Context: an optimization exercise on an open-source flow, tuned for small area, a short achievable clock period and few clock cycles per item. The choices shown serve that exercise and are no tape-out recipe. At most, simulation tests tie the RTL to the original design; equivalence was not proved. Power figures rest on the tool's default switching activity, not on a simulated workload.

## booth_multiplier
module booth_multiplier(clk, reset_n, multiplier, multiplicand, op_start, op_clear, result, op_done);
Size in the first run: roughly 2500 cells after synthesis, ~260 I/O pins, about 27000 um^2 of cells after synthesis.
Settings: LEC_CHECK=0, CAP_MARGIN=20, CORE_MARGIN=2, CORE_UTILIZATION=40, CTS_CLUSTER_DIAMETER=100, CTS_CLUSTER_SIZE=20, SETUP_SLACK_MARGIN=3.3, SLEW_MARGIN=20, SYNTH_HIERARCHICAL=1; clock period 6.0 ns.
standard.sh (not shown) runs the stock make flow with config.mk's settings and CLKGATE_MAP_FILE= SYNTH_SCRIPT=/design/flow/synth_recipe.tcl, a recipe that flattens the netlist after the stock synthesis.
==> flow/flow/run.sh <==
#!/bin/bash
# Standard layout with two changes: the port buffers are plain buffers (buf_2)
# instead of delay buffers, and synthesis leaves adders to abc (no full-adder
# cells). Registers are untouched by either change.
bash standard.sh ADDER_MAP_FILE= "BUFFER_PORTS_ARGS=-buffer_cell sky130_fd_sc_hd__buf_2" finish > standard.log 2>&1
Testbench counts at the start, summed over its fixed seeds: cycles 5,760, items 480.
Change:
--- a/flow/design.v
+++ b/flow/design.v
@@ -30,33 +30,39 @@
 	genvar g;
 	generate for (g = 0; g < 4; g = g + 1) begin : enc
 		assign n_one[g] = eb[2*g+1] ^ eb[2*g];
 		assign n_two[g] = (eb[2*g+2] & ~eb[2*g+1] & ~eb[2*g]) | (~eb[2*g+2] & eb[2*g+1] & eb[2*g]);
 		assign n_neg[g] = eb[2*g+2];
 	end endgenerate
 	reg [3:0] e_one, e_two, e_neg;     
 	wire [3:0] n_nz = n_one | n_two;
+	reg [3:0] f_one, f_two, f_neg;     
 	always @(posedge clk) begin
 		e_one <= n_one; e_two <= n_two; e_neg <= n_neg;
+		f_one <= ~n_one; f_two <= ~n_two; f_neg <= ~n_neg;
 	end
 	wire [3:0] negb = e_neg;
 	wire [64:0] bx = {B[63], B};
 	wire [64:0] bx2 = {B, 1'b0};
 	wire [64:0] pp0, px0;
-	assign px0[64:0] = {65{e_neg[0]}} ^ (({65{e_one[0]}} & bx[64:0]) | ({65{e_two[0]}} & bx2[64:0]));
+	assign px0[31:0] = {32{e_neg[0]}} ^ (({32{e_one[0]}} & bx[31:0]) | ({32{e_two[0]}} & bx2[31:0]));
+	assign px0[64:32] = {33{f_neg[0]}} ^ (({33{f_one[0]}} | ~bx[64:32]) & ({33{f_two[0]}} | ~bx2[64:32]));
 	assign pp0 = {~px0[64], px0[63:0]};
 	wire [64:0] pp1, px1;
-	assign px1[64:0] = {65{e_neg[1]}} ^ (({65{e_one[1]}} & bx[64:0]) | ({65{e_two[1]}} & bx2[64:0]));
+	assign px1[31:0] = {32{e_neg[1]}} ^ (({32{e_one[1]}} & bx[31:0]) | ({32{e_two[1]}} & bx2[31:0]));
+	assign px1[64:32] = {33{f_neg[1]}} ^ (({33{f_one[1]}} | ~bx[64:32]) & ({33{f_two[1]}} | ~bx2[64:32]));
 	assign pp1 = {~px1[64], px1[63:0]};
 	wire [64:0] pp2, px2;
-	assign px2[64:0] = {65{e_neg[2]}} ^ (({65{e_one[2]}} & bx[64:0]) | ({65{e_two[2]}} & bx2[64:0]));
+	assign px2[31:0] = {32{e_neg[2]}} ^ (({32{e_one[2]}} & bx[31:0]) | ({32{e_two[2]}} & bx2[31:0]));
+	assign px2[64:32] = {33{f_neg[2]}} ^ (({33{f_one[2]}} | ~bx[64:32]) & ({33{f_two[2]}} | ~bx2[64:32]));
 	assign pp2 = {~px2[64], px2[63:0]};
 	wire [64:0] pp3, px3;
-	assign px3[64:0] = {65{e_neg[3]}} ^ (({65{e_one[3]}} & bx[64:0]) | ({65{e_two[3]}} & bx2[64:0]));
+	assign px3[31:0] = {32{e_neg[3]}} ^ (({32{e_one[3]}} & bx[31:0]) | ({32{e_two[3]}} & bx2[31:0]));
+	assign px3[64:32] = {33{f_neg[3]}} ^ (({33{f_one[3]}} | ~bx[64:32]) & ({33{f_two[3]}} | ~bx2[64:32]));
 	assign pp3 = {~px3[64], px3[63:0]};
 	wire fs1 = S[0] ^ C[0] ^ negb[0];
 	wire fc1 = (S[0] & C[0]) | (S[0] & negb[0]) | (C[0] & negb[0]);
 	wire fs2 = S[1] ^ C[1] ^ fc1;
 	wire fc2 = (S[1] & C[1]) | (S[1] & fc1) | (C[1] & fc1);
 	wire fs3 = S[2] ^ C[2] ^ negb[1];
 	wire fc3 = (S[2] & C[2]) | (S[2] & negb[1]) | (C[2] & negb[1]);
 	wire fs4 = pp0[2] ^ pp1[0] ^ fs3;
Effect:
- clock power rose by a little under a tenth
- sequential power is higher by a few percent
- count of clock-buffer cells in the layout stays the same
- worst hold slack gets worse by 0.037 ns
- non-clock buffer count falls by 26
Testbench counts after the change, summed over its fixed seeds: cycles 5,760, items 480.

* * *

## run A
Another version of the RTL of booth_multiplier (not shown whole).
Size: about 260 I/O pins, roughly 0.025 mm2 of cells after synthesis.
Settings: LEC_CHECK=0, CAP_MARGIN=20, CORE_MARGIN=2, CORE_UTILIZATION=40, SLEW_MARGIN=20; clock period 6.0 ns.
run.sh (not shown) runs the stock make flow with config.mk's settings and CLKGATE_MAP_FILE= SYNTH_SCRIPT=/design/flow/synth_recipe.tcl, a recipe that flattens the netlist after the stock synthesis.
Stock flow here: none of the scripts above is used.
Edits applied to the flow inputs when going from run A to run B:
--- a/flow/design.v
+++ b/flow/design.v
@@ -1064,24 +1064,22 @@
 	assign s507 = k502 ^ s505 ^ k504;
 	assign k508 = (k502 & s505) | (k502 & k504) | (s505 & k504);
 	assign s509 = pp2[64] ^ pp3[62] ^ k506;
 	assign k510 = (pp2[64] & pp3[62]) | (pp2[64] & k506) | (pp3[62] & k506);
 	assign s511 = ~(pp3[63] ^ k510);
 	assign k512 = pp3[63] | k510;
 	wire [71:0] sp = {1'b0, pp3[64], s511, s509, s507, s503, s499, k488, k480, k472, k464, k456, k448, k440, k432, k424, k416, k408, k400, k392, k384, k376, k368, k360, k352, k344, k336, k328, k320, k312, k304, k296, k288, k280, k272, k264, k256, k248, k240, k232, k224, k216, k208, k200, k192, k184, k176, k168, k160, k152, k144, k136, k128, k120, k112, k104, k96, k88, k80, k72, k64, k56, k48, k40, k32, k24, k18, k12, k8, k4, pp0[1], s1};
 	wire [71:0] cp = {1'b0, k512, 1'b0, k508, 1'b0, k500, 1'b0, s493, s487, s479, s471, s463, s455, s447, s439, s431, s423, s415, s407, s399, s391, s383, s375, s367, s359, s351, s343, s335, s327, s319, s311, s303, s295, s287, s279, s271, s263, s255, s247, s239, s231, s223, s215, s207, s199, s191, s183, s175, s167, s159, s151, s143, s135, s127, s119, s111, s103, s95, s87, s79, s71, s63, s55, s47, s39, s31, s23, s17, s11, s7, s3, pp0[0]};
 	wire [63:0] s_next = {sp[71] | cp[71], sp[70:8]};
 	wire [62:0] c_next = cp[70:8];
-	wire [9:0] low0 = {1'b0, DS, cf} + {1'b0, DC, cf};
-	wire [8:0] low = low0[9:1];
-	wire [72:0] sum = {S, DS, cf} + {1'b0, C, DC, cf};
-	wire [63:0] hi = sum[72:9];
+	wire [8:0] low = DS + DC + cf;
+	wire [63:0] hi = S + {1'b0, C} + low[8];
 	wire first = busy & (cnt == 3'd0);
 	always @(posedge clk) begin
 		DS <= sp[7:0];
 		DC <= cp[7:0];
 		cf <= low[8] & ~first;
 		B <= idle ? multiplicand : B;
 		lo <= (busy | fin) ? {low[7:0], lo[63:8]} : (done ? lo : multiplier);
 		S <= busy ? s_next : (fin ? {~hi[63], hi[62:0]} : (done ? S : {1'b1, 63'b0}));
 		C <= busy ? c_next : 63'b0;
 	end
Results
Run B vs run A: post-route standard cell area excluding fillers down in run B. Run B reports a higher smallest hold slack than run A does. Measured against each other, run B and run A differ in total wirelength of the detailed-routed design, the lower figure coming from run B. Relative to run A, the net count of the finished layout of run B is lower by 223. Going from run A to run B, transition time at the pin with the least slew margin decreased 0.053 ns; share of synthesized flip-flops with an asynchronous set or reset essentially unchanged; overall power decreased 2.1%; leakage power decreased 0.81 nW.
No functional check of the RTL was part of any run of this note.

static timing again, ports no longer ideal:
How much do the figures lean on ideal ports? The routed layouts below were timed once more, with nothing changed but the port constraints. Step 1 sets driving cells, clkbuf_16 on the clock port and buf_2 on the other inputs (assumed; they add their load-dependent delay and slew). Step 2 also shifts input and output timing later by t, the mid clock arrival at the registers, as if the neighbouring blocks saw the same clock. Three values: ideal ports, drivers, drivers and shift; two values: the first two.
run | shift t [ns] | setup slack, ns | worst hold slack (ns) | worst setup path at the end | pins driven straight from the clock port
the first run of note 1 | 0.623 | 3.348 / 3.348 / 3.348 | 0.399 / 0.389 / 0.510 | register to register | 1
the second run of note 1 | 0.651 | 3.315 / 3.310 / 3.315 | 0.362 / 0.353 / 0.485 | register to register | 1
run A | 0.611 | 1.832 / 1.832 / 1.832 | 0.440 / 0.440 / 0.440 | register to register | 1
run B | 0.627 | 0.706 / 0.706 / 0.706 | 0.443 / 0.443 / 0.443 | register to register | 1
After both steps setup and hold are still met in every run listed.
